Source: an optimization exercise on an open RTL-to-GDS flow (aim: small area). Production flows keep margins and buffers that such runs may drop.
In this exercise RTL edits were held to simulation tests only and were not proved equivalent to the original.
Power and IR drop assume default switching activity.

--- flow/design.v ---
`timescale 1ns / 1ps
module clockrecovery (input  clk,
		      input  reset,
		      input  tos_in,
		      output tos_ce,
		      output tos_data);
   parameter CLK_FREQUENCY = 100000000;
   parameter SAMPLE_RATE = 48000;
   parameter BIT_RATE = SAMPLE_RATE * 32 * 2 * 2;
   parameter CLOCKS_PER_PERIOD = CLK_FREQUENCY / BIT_RATE;
   parameter SAMPLE_AT = CLOCKS_PER_PERIOD / 2;
   reg [5:0] 	     ctr;
   wire 	     ctr_reset;
   always @(posedge clk)
     begin
	if (ctr_reset)
	  ctr <= 0;
	else begin
	   if (ctr == CLOCKS_PER_PERIOD - 1)
	     ctr <= 0;
	   else
	     ctr <= ctr + 1'b1;
	end
     end;
   reg [2:0] shift_reg;
   reg [1:0] clean_reg;
   always @(posedge clk or posedge reset)
     begin
	if (reset)
	  begin
	     shift_reg <= 3'b000;
	     clean_reg <= 2'b00;
	  end
	else
	  begin
	     shift_reg <= { tos_in, shift_reg[2:1] };
	     casez (shift_reg)
	       3'b010:  clean_reg <= 2'b00;
	       3'b101:  clean_reg <= 2'b11;
	       default: clean_reg <= shift_reg[1:0];
	     endcase  
	  end;  
     end;
   wire at_edge = (~clean_reg[0] & clean_reg[1]);
   assign ctr_reset = reset | at_edge;
   reg data;
   reg dce;
   always @(posedge clk or posedge reset)
     begin
	if (reset)
	  begin
	     data <= 1'b0;
	     dce <= 1'b0;
	  end
	else
	  begin
	     dce <= 1'b0;
	     if (ctr == SAMPLE_AT) begin
		data <= clean_reg[0];
		dce <= 1'b1;
	     end
	  end;  
     end;
   assign tos_ce = dce;
   assign tos_data = data;
endmodule
`timescale 1ns / 1ps
module capture(input 		 clock,
	       input 		 reset,
	       input 		 tos_in,
	       input [31:0] 	 frames,
	       input 		 start,
	       output reg [31:0] frames_remaining,
	       output 		 done,
	       output reg 	 sync,
	       input [2:0] 	 cs_word_sel,
	       output reg [31:0] cs_word,
	       output 		 cmd_clk,
	       output reg 	 cmd_en,
	       output reg [2:0]  cmd_instr,
	       output reg [5:0]  cmd_bl,
	       output reg [29:0] cmd_byte_addr,
	       input 		 cmd_empty,
	       input 		 cmd_full,
	       output 		 wr_clk,
	       output reg 	 wr_en,
	       output [3:0] 	 wr_mask,
	       output reg [31:0] wr_data,
	       input 		 wr_full,
	       input 		 wr_empty,
	       input [6:0] 	 wr_count,
	       input 		 wr_underrun,
	       input 		 wr_error,
	       output 		 rd_clk,
	       output 		 rd_en,
	       input [31:0] 	 rd_data,
	       input 		 rd_full,
	       input 		 rd_empty,
	       input [6:0] 	 rd_count,
	       input 		 rd_overflow,
	       input 		 rd_error,
	       output [15:0] 	 debug);
   assign cmd_clk = clock;
   assign wr_clk = clock;
   assign rd_clk = clock;
   assign wr_mask = 0;
   assign rd_en = 0;
   localparam MEM_WRITE    = 3'b000;
   localparam MEM_READ     = 3'b001;
   localparam MEM_WRITE_AP = 3'b010;
   localparam MEM_READ_AP  = 3'b011;
   localparam MEM_REFRESH  = 3'b100;
   reg [29:0] 	  address;
   assign done = frames_remaining == 0;
   wire       tos_ce;
   wire       tos_data;
   clockrecovery cdr(clock, reset, tos_in, tos_ce, tos_data);
   reg [7:0] 	syncword;
   wire 	tos_bsync;
   wire 	tos_msync;
   wire 	tos_wsync;
   always @(posedge clock or posedge reset) begin
      if (reset)
	syncword <= 0;
      else if (tos_ce)
	syncword <= { syncword[6:0], tos_data };
   end;
   assign tos_bsync = (syncword == 8'b11101000
		       || syncword == 8'b00010111);
   assign tos_msync = (syncword == 8'b11100010
		       || syncword == 8'b00011101);
   assign tos_wsync = (syncword == 8'b11100100
		       || syncword == 8'b00011011);
   reg [31:0] word;
   reg        word_complete;
   wire       tos_sync = tos_bsync || tos_msync || tos_wsync;
   reg 	      prev_bm;  
   reg 	      bm_bit;   
   reg [4:0]  bits;     
   reg        parity;   
   wire        decoded_bit = prev_bm ^ tos_data;
   wire        next_parity = parity ^ decoded_bit;
   wire [31:0] next_word = { next_parity, word[29:0], decoded_bit };
   localparam STATE_IDLE          = 3'b000;
   localparam STATE_BEGIN_CAPTURE = 3'b001;
   localparam STATE_WAIT_WORD     = 3'b010;
   localparam STATE_WRITE_WORD    = 3'b011;
   reg [2:0]  state;
   reg [2:0]  next_state;
   always @(posedge clock or posedge reset) begin
      if (reset)
	state <= STATE_IDLE;
      else
	state <= next_state;
   end
   always @(*) begin
      next_state = state;
      case (state)
	STATE_IDLE:
	  if (start)
	    next_state = STATE_BEGIN_CAPTURE;
	STATE_BEGIN_CAPTURE:
	  next_state = STATE_WAIT_WORD;
	STATE_WAIT_WORD:
	  if (frames_remaining == 0)
	    next_state = STATE_IDLE;
	  else if (word_complete)
	    next_state = STATE_WRITE_WORD;
	STATE_WRITE_WORD:
	  next_state = STATE_WAIT_WORD;
      endcase
   end
   integer n;
   always @(posedge clock or posedge reset) begin
      if (reset) begin
	 wr_en <= 1'b0;
	 cmd_en <= 1'b0;
	 frames_remaining <= 0;
      end else begin
	 wr_en <= 1'b0;
	 cmd_en <= 1'b0;
	 case (next_state)
	   STATE_IDLE:
	     ;
	   STATE_BEGIN_CAPTURE:
	     begin
		frames_remaining <= frames;
		address <= 0;
	     end
	   STATE_WAIT_WORD:
	     ;
	   STATE_WRITE_WORD:
	     begin
		for (n = 0; n < 32; n = n + 1) begin
		   wr_data[n] <= word[31 - n];
		end
		wr_en <= 1'b1;
		frames_remaining <= frames_remaining - 1;
		cmd_instr <= MEM_WRITE;
		cmd_byte_addr <= address;
		cmd_bl <= 0;
		cmd_en <= 1'b1;
		address <= address + 29'h4;
	     end
	 endcase  
      end  
   end  
   reg [191:0] channel_status;
   reg [191:0] next_channel_status;
   assign debug[0] = word_complete;
   assign debug[1] = word[1];
   assign debug[2] = tos_bsync;
   assign debug[5:3] = cs_word_sel;
   assign debug[15:6] = 0;
   always @(posedge clock) begin
      if (word_complete)
	 next_channel_status <= { next_channel_status[190:0], word[1] };
      if (tos_bsync)
	channel_status <= next_channel_status;
   end  
   always @(*) begin
      case (cs_word_sel)
	3'd0:
	  cs_word = channel_status[191:160];
	3'd1:
	  cs_word = channel_status[159:128];
	3'd2:
	  cs_word = channel_status[127:96];
	3'd3:
	  cs_word = channel_status[95:64];
	3'd4:
	  cs_word = channel_status[63:32];
	3'd5:
	  cs_word = channel_status[31:0];
	default:
	  cs_word = 0;
      endcase
   end
   always @(posedge clock or posedge reset) begin
      if (reset) begin
	 sync <= 1'b0;
	 word_complete <= 1'b0;
      end else begin
	 word_complete <= 1'b0;
	 if (tos_ce) begin
	    if (tos_sync) begin
	       bm_bit <= 1'b1;
	       if (tos_bsync)
		 word <= 4'b0000;
	       else if (tos_msync)
		 word <= 4'b0010;
	       else if (tos_wsync)
		 word <= 4'b0001;
	       bits <= 4;
	       parity <= 1'b0;
	       sync <= 1'b1;
	    end else if (sync) begin
	       bm_bit <= ~bm_bit;
	       if (bm_bit) begin
		  parity <= next_parity;
		  word <= next_word;
		  bits <= bits + 1'b1;
		  if (bits == 5'b11111) begin
		     word_complete <= 1'b1;
		     sync <= 1'b0;
		  end
	       end
	    end  
	    prev_bm <= tos_data;
	 end  
      end  
   end  
endmodule  
`timescale 1ns / 1ps
module command(input             clock,
	       input 		 reset,
	       output reg [31:0] capture_frames,
	       output reg 	 capture_start,
	       input [31:0] 	 capture_frames_remaining,
	       input 		 capture_done,
	       input 		 capture_sync,
	       output reg [2:0]  cs_word_sel,
	       input [31:0] 	 cs_word,
	       output reg [31:0] tx,
	       output reg 	 tx_en,
	       input 		 tx_ce,
	       input [31:0] 	 rx,
	       output reg 	 rx_en,
	       input 		 rx_ce,
               output 		 cmd_clk,
               output reg 	 cmd_en,
               output reg [2:0]  cmd_instr,
               output reg [5:0]  cmd_bl,
               output reg [29:0] cmd_byte_addr,
               input 		 cmd_empty,
               input 		 cmd_full,
               output 		 wr_clk,
               output reg 	 wr_en,
               output [3:0] 	 wr_mask,
               output reg [31:0] wr_data,
               input 		 wr_full,
               input 		 wr_empty,
               input [6:0] 	 wr_count,
               input 		 wr_underrun,
               input 		 wr_error,
               output 		 rd_clk,
               output reg 	 rd_en,
               input [31:0] 	 rd_data,
               input 		 rd_full,
               input 		 rd_empty,
               input [6:0] 	 rd_count,
               input 		 rd_overflow,
               input 		 rd_error);
   assign cmd_clk = clock;
   assign wr_clk = clock;
   assign rd_clk = clock;
   assign wr_mask = 0;
   localparam CMD_NOP      = 31'd0;
   localparam CMD_READ     = 31'd1;
   localparam CMD_WRITE    = 31'd2;
   localparam CMD_CAPTURE  = 31'd3;
   localparam CMD_STATUS   = 31'd4;
   localparam CMD_CHSTATUS = 31'd5;
   localparam STATE_IDLE             = 4'b0000;
   localparam STATE_CMD              = 4'b0001;
   localparam STATE_ARGS             = 4'b0010;
   localparam STATE_READ             = 4'b0011;
   localparam STATE_READ_BURST       = 4'b0100;
   localparam STATE_READ_BURST_WAIT  = 4'b0101;
   localparam STATE_WRITE            = 4'b0110;
   localparam STATE_WRITE_BURST      = 4'b0111;
   localparam STATE_CAPTURE          = 4'b1000;
   localparam STATE_STATUS           = 4'b1001;
   localparam STATE_STATUS_2         = 4'b1010;
   localparam STATE_STATUS_3         = 4'b1011;
   localparam STATE_CHSTATUS         = 4'b1100;
   localparam STATE_CHSTATUS_2       = 4'b1101;
   localparam STATE_CHSTATUS_3       = 4'b1110;
   localparam MEM_WRITE    = 3'b000;
   localparam MEM_READ     = 3'b001;
   localparam MEM_WRITE_AP = 3'b010;
   localparam MEM_READ_AP  = 3'b011;
   localparam MEM_REFRESH  = 3'b100;
   reg [31:0] command;
   reg [31:0] args[0:7];
   reg [2:0]  nargs;
   reg [2:0]  argndx;
   reg [3:0]  state;
   reg [3:0]  next_state;
   always @(posedge clock or posedge reset) begin
      if (reset)
	state <= STATE_IDLE;
      else
	state <= next_state;
   end
   always @(*) begin
      next_state = state;
      case (state)
	STATE_IDLE:
	  if (rx_ce)
	    next_state = STATE_CMD;
	STATE_CMD:
	  case (command)
	    CMD_NOP:
	      next_state = STATE_IDLE;
	    CMD_STATUS:
	      next_state = STATE_STATUS;
	    CMD_CHSTATUS:
	      next_state = STATE_CHSTATUS;
	    CMD_READ, CMD_WRITE, CMD_CAPTURE:
	      next_state = STATE_ARGS;
	    default:
	      next_state = STATE_IDLE;
	  endcase
	STATE_ARGS:
	  if (nargs == argndx) begin
	     case (command)
	       CMD_READ:
		 next_state = STATE_READ;
	       CMD_WRITE:
		 next_state = STATE_WRITE;
	       CMD_CAPTURE:
		 next_state = STATE_CAPTURE;
	     endcase  
	  end  
	STATE_READ:
	  next_state = STATE_READ_BURST;
	STATE_READ_BURST:
	  if (tx_en)
	    next_state = STATE_READ_BURST_WAIT;
	STATE_READ_BURST_WAIT:
	  if (burst_len == 0) begin
	     if (args[1] == 0)
	       next_state = STATE_IDLE;
	     else
	       next_state = STATE_READ;
	  end else begin
	     next_state = STATE_READ_BURST;
	  end
	STATE_WRITE:
	  next_state = STATE_WRITE_BURST;
	STATE_WRITE_BURST:
	  if (burst_len == 0) begin
	     if (args[1] == 0)
	       next_state = STATE_IDLE;
	     else
	       next_state = STATE_WRITE;
	  end
	STATE_STATUS:
	  if (tx_en)
	    next_state = STATE_STATUS_2;
	STATE_STATUS_2:
	  next_state = STATE_STATUS_3;
	STATE_STATUS_3:
	  if (tx_en)
	    next_state = STATE_IDLE;
	STATE_CHSTATUS:
	  next_state = STATE_CHSTATUS_2;
	STATE_CHSTATUS_2:
	  if (tx_en)
	    next_state = STATE_CHSTATUS_3;
	STATE_CHSTATUS_3:
	  if (cs_word_sel == 3'd6)
	    next_state = STATE_IDLE;
	  else
	    next_state = STATE_CHSTATUS_2;
	default:
	  next_state = STATE_IDLE;
      endcase  
   end
   wire [2:0] next_argndx = argndx + 1'b1;
   wire [5:0] to_do = args[1] > 32 ? 32 : args[1];
   reg [5:0]  burst_len;
   always @(posedge clock or posedge reset) begin
      if (reset) begin
	 capture_start <= 1'b0;
	 tx_en <= 1'b0;
	 rx_en <= 1'b0;
	 rd_en <= 1'b0;
	 wr_en <= 1'b0;
	 cmd_en <= 1'b0;
	 capture_start <= 1'b0;
	 cs_word_sel <= 3'd0;
      end else begin
	 tx_en <= 1'b0;
	 rx_en <= 1'b0;
	 rd_en <= 1'b0;
	 wr_en <= 1'b0;
	 cmd_en <= 1'b0;
	 capture_start <= 1'b0;
	 case (next_state)
	   STATE_IDLE:
	     rx_en <= 1'b1;
	   STATE_CMD:
	     begin
		command <= rx;
		argndx <= 0;
		case (rx)
		  CMD_NOP:
		    nargs <= 0;
		  CMD_READ:
		    begin
		       nargs <= 2;
		       rx_en <= 1'b1;
		    end
		  CMD_WRITE:
		    begin
		       nargs <= 2;
		       rx_en <= 1'b1;
		    end
		  CMD_CAPTURE:
		    begin
		       nargs <= 1;
		       rx_en <= 1'b1;
		    end
		  default:
		    nargs <= 0;
		endcase  
	     end  
	   STATE_ARGS:
	     begin
		if (!rx_ce)
		  rx_en <= 1'b1;
		else begin
		   args[argndx] <= rx;
		   argndx <= next_argndx;
		   rx_en <= next_argndx != nargs;
		end
	     end  
	   STATE_READ:
	     begin
		args[0] <= args[0] + { to_do, 2'b00 };
		args[1] <= args[1] - to_do;
		cmd_instr <= MEM_READ;
		cmd_byte_addr <= { args[0][29:2], 2'b00 };
		cmd_bl <= to_do - 1'b1;
		cmd_en <= 1'b1;
		burst_len <= to_do;
	     end
	   STATE_READ_BURST:
	     begin
		if (!rd_empty && tx_ce) begin
		   tx <= rd_data;
		   tx_en <= 1'b1;
		   rd_en <= 1'b1;
		   burst_len <= burst_len - 1'b1;
		end
	     end
	   STATE_READ_BURST_WAIT:
	     ;
	   STATE_WRITE:
	     begin
		args[0] <= args[0] + { to_do, 2'b00 };
		args[1] <= args[1] - to_do;
		cmd_instr <= MEM_WRITE;
		cmd_byte_addr <= { args[0][29:2], 2'b00 };
		cmd_bl <= to_do - 1'b1;
		burst_len <= to_do;
		rx_en <= !wr_full;
	     end
	   STATE_WRITE_BURST:
	     begin
		if (!wr_full && rx_ce) begin
		   wr_data <= rx;
		   wr_en <= 1'b1;
		   burst_len <= burst_len - 1'b1;
		   if (burst_len == 1)
		     cmd_en <= 1'b1;
		end
		rx_en <= !wr_full;
	     end  
	   STATE_CAPTURE:
	     begin
		if (capture_done) begin
		   capture_frames <= args[0];
		   capture_start <= 1'b1;
		end
	     end
	   STATE_STATUS:
	     begin
		if (tx_ce) begin
		   tx <= { 30'b0, capture_done, capture_sync };
		   tx_en <= 1'b1;
		end
	     end
	   STATE_STATUS_2:
	     ;
	   STATE_STATUS_3:
	     begin
		if (tx_ce) begin
		   tx <= capture_frames_remaining;
		   tx_en <= 1'b1;
		end
	     end
	   STATE_CHSTATUS:
	     cs_word_sel <= 0;
	   STATE_CHSTATUS_2:
	     begin
		if (tx_ce) begin
		   tx <= cs_word;
		   tx_en <= 1'b1;
		   cs_word_sel <= cs_word_sel + 1'b1;
		end
	     end
	   STATE_CHSTATUS_3:
	     ;
	 endcase  
      end
   end
endmodule  
`timescale 1ns / 1ps
module ftdififo(input             clock,
		input 		  reset,
		input [7:0] 	  usb_data_in,
		output [7:0] 	  usb_data_out,
		output 		  usb_data_oe,
		input 		  usb_rxf,
		input 		  usb_txe,
		output reg 	  usb_rd,
		output reg 	  usb_wr,
		output 		  usb_siwua,
		input [31:0] 	  tx,
		input 		  tx_en,
		output reg 	  tx_ce,
		output reg [31:0] rx,
		input 		  rx_en,
		output reg 	  rx_ce);
   assign usb_siwua = 0;
   reg [31:0] 		      tx_data;
   reg [1:0] 		      tx_bytes;
   reg [1:0] 		      rx_bytes;
   localparam STATE_IDLE    = 4'b0000;
   localparam STATE_READ    = 4'b0001;  
   localparam STATE_READ_1  = 4'b0010;  
   localparam STATE_READ_2  = 4'b0011;  
   localparam STATE_READ_3  = 4'b0100;  
   localparam STATE_READ_4  = 4'b0101;  
   localparam STATE_WRITE   = 4'b1000;  
   localparam STATE_WRITE_1 = 4'b1001;  
   localparam STATE_WRITE_2 = 4'b1010;  
   localparam STATE_WRITE_3 = 4'b1011;  
   reg [4:0] 		      state;
   reg [4:0] 		      next_state;
   reg [7:0] 		      usb_out;
   reg 			      usb_oe;
   assign usb_data_out = usb_out;
   assign usb_data_oe = usb_oe;
   reg [1:0] 		      txebuf;
   reg [1:0] 		      rxfbuf;
   always @(posedge clock or posedge reset) begin
      if (reset) begin
	 txebuf <= 2'b11;
	 rxfbuf <= 2'b11;
      end else begin
	 txebuf <= { txebuf[0] | usb_txe, usb_txe };
	 rxfbuf <= { rxfbuf[0] | usb_rxf, usb_rxf };
      end
   end
   wire txe = txebuf[1];
   wire rxf = rxfbuf[1];
   always @(posedge clock or posedge reset) begin
      if (reset)
	state <= STATE_IDLE;
      else
	state <= next_state;
   end
   always @(*) begin
      next_state = state;
      case (state)
	STATE_IDLE:
	  if (rx_en && !rxf)
	    next_state = STATE_READ;
	  else if (!tx_ce && !txe)
	    next_state = STATE_WRITE;
	STATE_READ:
	  next_state = STATE_READ_1;
	STATE_READ_1:
	  next_state = STATE_READ_2;
	STATE_READ_2:
	  next_state = STATE_READ_3;
	STATE_READ_3:
	  next_state = STATE_READ_4;
	STATE_READ_4:
	  next_state = STATE_IDLE;
	STATE_WRITE:
	  next_state = STATE_WRITE_1;
	STATE_WRITE_1:
	  next_state = STATE_WRITE_2;
	STATE_WRITE_2:
	  next_state = STATE_WRITE_3;
	STATE_WRITE_3:
	  next_state = STATE_IDLE;
      endcase  
   end
   always @(posedge clock or posedge reset) begin
      if (reset) begin
	 usb_oe <= 1'b0;
	 usb_rd <= 1'b1;
	 usb_wr <= 1'b1;
	 tx_ce <= 1'b1;
	 rx_ce <= 1'b0;
	 rx_bytes <= 2'b0;
	 tx_bytes <= 2'b0;
      end else begin
	 usb_oe <= 1'b0;
	 usb_rd <= 1'b1;
	 usb_wr <= 1'b1;
	 rx_ce <= 1'b0;
	 case (next_state)
	   STATE_IDLE:
	     if (tx_ce && tx_en) begin
		tx_data <= tx;
		tx_ce <= 1'b0;
	     end
	   STATE_READ:
	     usb_rd <= 1'b0;
	   STATE_READ_1:
	     usb_rd <= 1'b0;
	   STATE_READ_2:
	     begin
		usb_rd <= 1'b0;
		rx <= { rx[23:0], usb_data_in };
	     end
	   STATE_READ_3:
	     begin
		if (rx_bytes == 3)
		  rx_ce <= 1'b1;
		rx_bytes <= rx_bytes + 1'b1;
	     end
	   STATE_READ_4:
	     ;
	   STATE_WRITE:
	     begin
		usb_oe <= 1'b1;
		usb_out <= tx_data[31:24];
	     end
	   STATE_WRITE_1:
	     begin
		usb_oe <= 1'b1;
		usb_wr <= 1'b0;
		tx_data <= { tx_data[23:0], 8'b0 };
	     end
	   STATE_WRITE_2:
	     usb_wr <= 1'b0;
	   STATE_WRITE_3:
	     begin
		usb_wr <= 1'b0;
		if (tx_bytes == 3)
		  tx_ce <= 1'b1;
		tx_bytes <= tx_bytes + 1'b1;
	     end
	 endcase
      end
   end
endmodule  
`timescale 1ns / 1ps
module toslink_core(
    input 	  clock,
    input 	  reset,
    input 	  tos_in,
    input [7:0]   usb_data_in,
    output [7:0]  usb_data_out,
    output 	  usb_data_oe,
    input 	  usb_rxf,
    input 	  usb_txe,
    output 	  usb_rd,
    output 	  usb_wr,
    output 	  usb_siwua,
    output 	  port0_cmd_en,
    output [2:0]  port0_cmd_instr,
    output [5:0]  port0_cmd_bl,
    output [29:0] port0_cmd_byte_addr,
    output 	  port0_wr_en,
    output [31:0] port0_wr_data,
    input 	  port0_wr_full,
    output 	  port0_rd_en,
    input [31:0]  port0_rd_data,
    input 	  port0_rd_empty,
    output 	  port1_cmd_en,
    output [2:0]  port1_cmd_instr,
    output [5:0]  port1_cmd_bl,
    output [29:0] port1_cmd_byte_addr,
    output 	  port1_wr_en,
    output [31:0] port1_wr_data,
    output 	  done_led,
    output 	  sync_led,
    output [15:0] debug);
   wire [31:0] fifo_tx;
   wire        fifo_tx_en;
   wire        fifo_tx_ce;
   wire [31:0] fifo_rx;
   wire        fifo_rx_en;
   wire        fifo_rx_ce;
   wire [31:0] capture_frames;
   wire [31:0] capture_frames_remaining;
   wire        capture_start;
   wire        capture_done;
   wire        capture_sync;
   wire [2:0]  cs_word_sel;
   wire [31:0] cs_word;
   wire        port0_cmd_clk, port0_wr_clk, port0_rd_clk;
   wire [3:0]  port0_wr_mask;
   wire        port1_cmd_clk, port1_wr_clk, port1_rd_clk;
   wire [3:0]  port1_wr_mask;
   wire        port1_rd_en;
   assign done_led = capture_done;
   assign sync_led = capture_sync;
   command command(.clock(clock),
                   .reset(reset),
		   .capture_frames(capture_frames),
		   .capture_start(capture_start),
		   .capture_done(capture_done),
		   .capture_frames_remaining(capture_frames_remaining),
		   .capture_sync(capture_sync),
		   .cs_word_sel(cs_word_sel),
		   .cs_word(cs_word),
                   .rx(fifo_rx),
                   .rx_en(fifo_rx_en),
                   .rx_ce(fifo_rx_ce),
                   .tx(fifo_tx),
                   .tx_en(fifo_tx_en),
                   .tx_ce(fifo_tx_ce),
                   .cmd_clk(port0_cmd_clk),
                   .cmd_en(port0_cmd_en),
                   .cmd_instr(port0_cmd_instr),
                   .cmd_bl(port0_cmd_bl),
                   .cmd_byte_addr(port0_cmd_byte_addr),
                   .cmd_empty(1'b1),
                   .cmd_full(1'b0),
                   .wr_clk(port0_wr_clk),
                   .wr_en(port0_wr_en),
                   .wr_mask(port0_wr_mask),
                   .wr_data(port0_wr_data),
                   .wr_full(port0_wr_full),
                   .wr_empty(1'b1),
                   .wr_count(7'd0),
                   .wr_underrun(1'b0),
                   .wr_error(1'b0),
                   .rd_clk(port0_rd_clk),
                   .rd_en(port0_rd_en),
                   .rd_data(port0_rd_data),
                   .rd_full(1'b0),
                   .rd_empty(port0_rd_empty),
                   .rd_count(7'd0),
                   .rd_overflow(1'b0),
                   .rd_error(1'b0));
   ftdififo fifo(.clock(clock),
                 .reset(reset),
                 .usb_data_in(usb_data_in),
                 .usb_data_out(usb_data_out),
                 .usb_data_oe(usb_data_oe),
                 .usb_rxf(usb_rxf),
                 .usb_txe(usb_txe),
                 .usb_rd(usb_rd),
                 .usb_wr(usb_wr),
                 .usb_siwua(usb_siwua),
                 .tx(fifo_tx),
                 .tx_en(fifo_tx_en),
                 .tx_ce(fifo_tx_ce),
                 .rx(fifo_rx),
                 .rx_en(fifo_rx_en),
                 .rx_ce(fifo_rx_ce));
   capture capture(.clock(clock),
		   .reset(reset),
		   .tos_in(tos_in),
		   .frames(capture_frames),
		   .start(capture_start),
		   .frames_remaining(capture_frames_remaining),
		   .done(capture_done),
		   .sync(capture_sync),
		   .cs_word_sel(cs_word_sel),
		   .cs_word(cs_word),
                   .cmd_clk(port1_cmd_clk),
                   .cmd_en(port1_cmd_en),
                   .cmd_instr(port1_cmd_instr),
                   .cmd_bl(port1_cmd_bl),
                   .cmd_byte_addr(port1_cmd_byte_addr),
                   .cmd_empty(1'b1),
                   .cmd_full(1'b0),
                   .wr_clk(port1_wr_clk),
                   .wr_en(port1_wr_en),
                   .wr_mask(port1_wr_mask),
                   .wr_data(port1_wr_data),
                   .wr_full(1'b0),
                   .wr_empty(1'b1),
                   .wr_count(7'd0),
                   .wr_underrun(1'b0),
                   .wr_error(1'b0),
                   .rd_clk(port1_rd_clk),
                   .rd_en(port1_rd_en),
                   .rd_data(32'd0),
                   .rd_full(1'b0),
                   .rd_empty(1'b1),
                   .rd_count(7'd0),
                   .rd_overflow(1'b0),
                   .rd_error(1'b0),
		   .debug(debug));
endmodule
--- flow/run.sh ---
#!/bin/bash
# synth_recipe.tcl (not shown) runs the flow's synth.tcl, then flattens the netlist and writes it again
# the make line also repeats each setting of config.mk as NAME=value (left out here)
make -C /OpenROAD-flow-scripts/flow DESIGN_CONFIG=/design/flow/config.mk WORK_HOME=/design/flow/orfs CLKGATE_MAP_FILE= SYNTH_SCRIPT=/design/flow/synth_recipe.tcl finish
--- flow/config.mk ---
export PLATFORM = sky130hd
export DESIGN_NAME = toslink_core
export DESIGN_NICKNAME = toslink_core
export VERILOG_FILES = /design/flow/design.v
export SDC_FILE = /design/flow/constraint.sdc
export NUM_CORES = 4
export LEC_CHECK = 0
export CAP_MARGIN = 20
export CORE_MARGIN = 2
export CORE_UTILIZATION = 40
export SLEW_MARGIN = 20
--- flow/constraint.sdc ---
create_clock -name core_clock -period 10.0 [get_ports {clock}]
set_input_delay 2.0000 -clock core_clock [delete_from_list [all_inputs] [get_ports {clock}]]
set_output_delay 2.0000 -clock core_clock [all_outputs]
set_load 0.01 [all_outputs]
==> results.toml <==
[grt]
grt_antenna_before_repair = 3
grt_max_degree = 188
first_global_vias = 19300
grt_pass1_wl_um = 119000
overflow = 0
grt_usage_pct = 17.2

[timing]
slew_headroom_pct = 23.1
post-route-period-util_pct = 54.7
rsz0062_at_grt = "no"
setup_viol = 0
max_slew.worst_pin.slew_ps = 1150
skew_ps = 37.6
hold_violations = 0
maxSlewViolCount = 0
fin_tns_setup_ps = 0
min_period_ps = 5470
fmax_ghz = 0.183

[cts]
clock_path_buffers = 3
holdBufCountCts = 0
cts_tree = "yes"
cts-buffers-inserted = 94
post_cts_resized = 0
clk_pin_slew_worst_paths_ps = 60
clock-sinks = 912
cts_max_level = 3
cts_setup_buffers = 0
root_buffer = "clkbuf_16"
insertion_delay_ps = 660

[synth]
synth_top_family_by_area = "simple AND/OR/NAND/NOR gates"
synth_xor_xnor_area_share_pct = 2.52
synth_area_leaders = "edfxtp_1 (70%), dfrtp_1 (5.4%), mux2_2 (4.1%)"
muxShareOfSynthArea_pct = 4.58
synth_top_cell_by_area = "edfxtp_1"
synth_adder_area_share_pct = 1.04
ys.warnings.count = 5
netlist_area_um2 = 35400
synthSimpleGateAreaFrac_pct = 7.46
synthArstFlopShare_pct = 9.21
synth_ff_type = "edfxtp_1"
synth_top_area_share_pct = 69.6
seq_area_frac_synth_pct = 75.9
ys_ff_latch = 912
syn_avg_cell_area_um2 = 16.2
syn_inst = 2183
synth_cell_type_count = 80
synth_compound_area_share_pct = 6.22
synth_edf_count = 822

[worst_setup_path]
rr_startpoint = "command.args[1][8]"
cp-start-kind = "flip-flop"
startpoint = "capture.frames_remaining[22]"
critPathKind = "flip-flop to primary output"
crit_fanout = 10
cp_data_arrival_time_ps = 3470
cp-end-kind = "primary output"
reg2regPathDepth = 16
required_ps = 8000

[final_layout]
utilization_pct = 47.6
drive_above_1_share_pct = 14.0
top_regs = "capture.channel_status (192), capture.next_channel_status (192), command.args (64)"
final_cell_mix = "edfxtp_1 (822), clkdlybuf4s50_1 (197), mux2_2 (129), nand2_1 (114), nor2_1 (112)"
syn2layout_area_growth_pct = 18.3
final_common_cell = "edfxtp_1"
layout.nets = 2488
diodes = 0

[power_and_ir_drop]
leakagePower_uw = 0.0132
power.density_nw_per_um2 = 194
ir_drop_v = 0.000130

[die]
initial_utilization_pct = 40.2
num_rows = 109
die_w_um = 302
io_pins = 224
die_y_um = 302
dieArea_um2 = 91000
placeableCoreArea_um2 = 88100

[run]
maxCapViolations = 0

[place]
place_congestion = 0.850
dp_hpwl_um = 51500
io_buffers = 197

[drt]
drt_iter0_drc = 2163
avgViaCountPerCell = 5.37
drt_wl_total_um = 79100
vias = 19600
postRouteAntennaNets = 0
drt_first_pass_iters = 7
wl_per_cell_um = 21.7
drc = 0

[hold_path]
hp-class = "flip-flop to flip-flop"
min_path_cells = 0
hold_start = "capture.cdr.shift_reg[0]"

[run_status]
outcome = "timing/DRC/antenna clean"
-- power by group --
group	leakage, uW	internal, uW	switching (uW)
clock network	0.00152	2060	1460
logic	0.00403	122	163
registers	0.00764	4220	96.9
total	0.0132	6410	1720
-- per-stage QoR --
| stage | cells | setup slack (ps) | cell area (um2) | hold slack [ps] | total power [uW] |
|---|---|---|---|---|---|
| final | 3654 | 4530 | 41900 | 380 | 8120 |
| after global routing | 3654 | 4190 | 41900 | 404 | 8390 |
| after CTS | 3652 | 4480 | 41900 | 388 | 8210 |
| after detailed placement | 3480 | 4790 | 38800 | 373 | 4690 |
| after global placement | 3480 | 4800 | 38700 | 363 | 4670 |
| after floorplan | 2208 | 1080 | 35500 | 357 | 4540 |
-- path summary, 6_finish.rpt --
path                       slack [ps]                           to
setup / recovery                 4530                     done_led
hold / removal                    380     capture.cdr.clean_reg[0]
setup reg to reg                 4740          command.args[0][24]
hold reg to reg                   380     capture.cdr.clean_reg[0]
max in group asynchronous        6940        capture.word_complete
min in group asynchronous        1990  capture.frames_remaining[3]
-- cells by family after synthesis --
group,Yosys count
compound gates,293
flops,912
fa+ha+maj,29
simple gates,522
other cells,2
xor+xnor,102
mux,146
buf+inv,177
-- cell usage after synthesis, types with 17 or more instances --
library cell,n
mux2_2,129
a211oi_1,22
a221o_1,33
edfxtp_1,822
a21oi_1,50
nand3_1,44
o21ai_0,37
ha_1,27
inv_1,56
nand4_1,18
a222oi_1,28
xnor2_1,50
mux2i_1,17
nor3_1,53
and3_1,17
buf_4,30
nor4_1,32
nor2_1,119
nand2_1,114
clkbuf_1,77
and2_1,40
a221oi_1,17
xor2_1,52
dfrtp_1,77
-- layout make-up --
class                      count  area [um2]
clock buffer                 122        2500
clock inverter                50         604
fill                        7514       46200
inverter                      57         216
multi-input combinational   1119        7950
sequential                   912       26900
tap                         1165        1460
timing repair buffer         229        2260
-- metal layers --
| layer | GRT usage (%) | vias up | share of wire, % |
|---|---|---|---|
| met4 | 5.15 | 2 | 2.6 |
| met1 | 25.5 | 9830 | 45 |
| met3 | 3.70 | 136 | 8.1 |
| li1 | - | 8837 | - |
| met2 | 25.5 | 808 | 44 |
| met5 | 0 | - | 0.016 |
-- worst max-delay path: stages (launching register included) --
cell and delay (ps):
dfrtp_1 480, or4_1 580, or2_2 350, or4_1 660, inv_1 190, clkdlybuf4s50_1 560

## separate check: timing with driven ports
How much do the figures lean on ideal ports? The routed layout below was timed once more, with nothing changed but the port constraints. Step 1, drivers: a clkbuf_16 drives clock and a buf_2 each remaining input, both assumed. Step 2 also shifts input and output timing later by t, the mid clock arrival at the registers, as if the neighbouring blocks saw the same clock. a / b / c = ideal / step 1 / step 2; a / b = the first two.
t (ns): 0.708
setup WS [ns]: 4.532 / 4.467 / 4.744
latest minus earliest clock arrival (ns): 0.038 / 0.038
pins driven straight from the clock port: 1
After both steps setup and hold are still met in this run. The setup slack of this run moves by -0.065 ns with the drivers and by +0.212 ns with both steps.
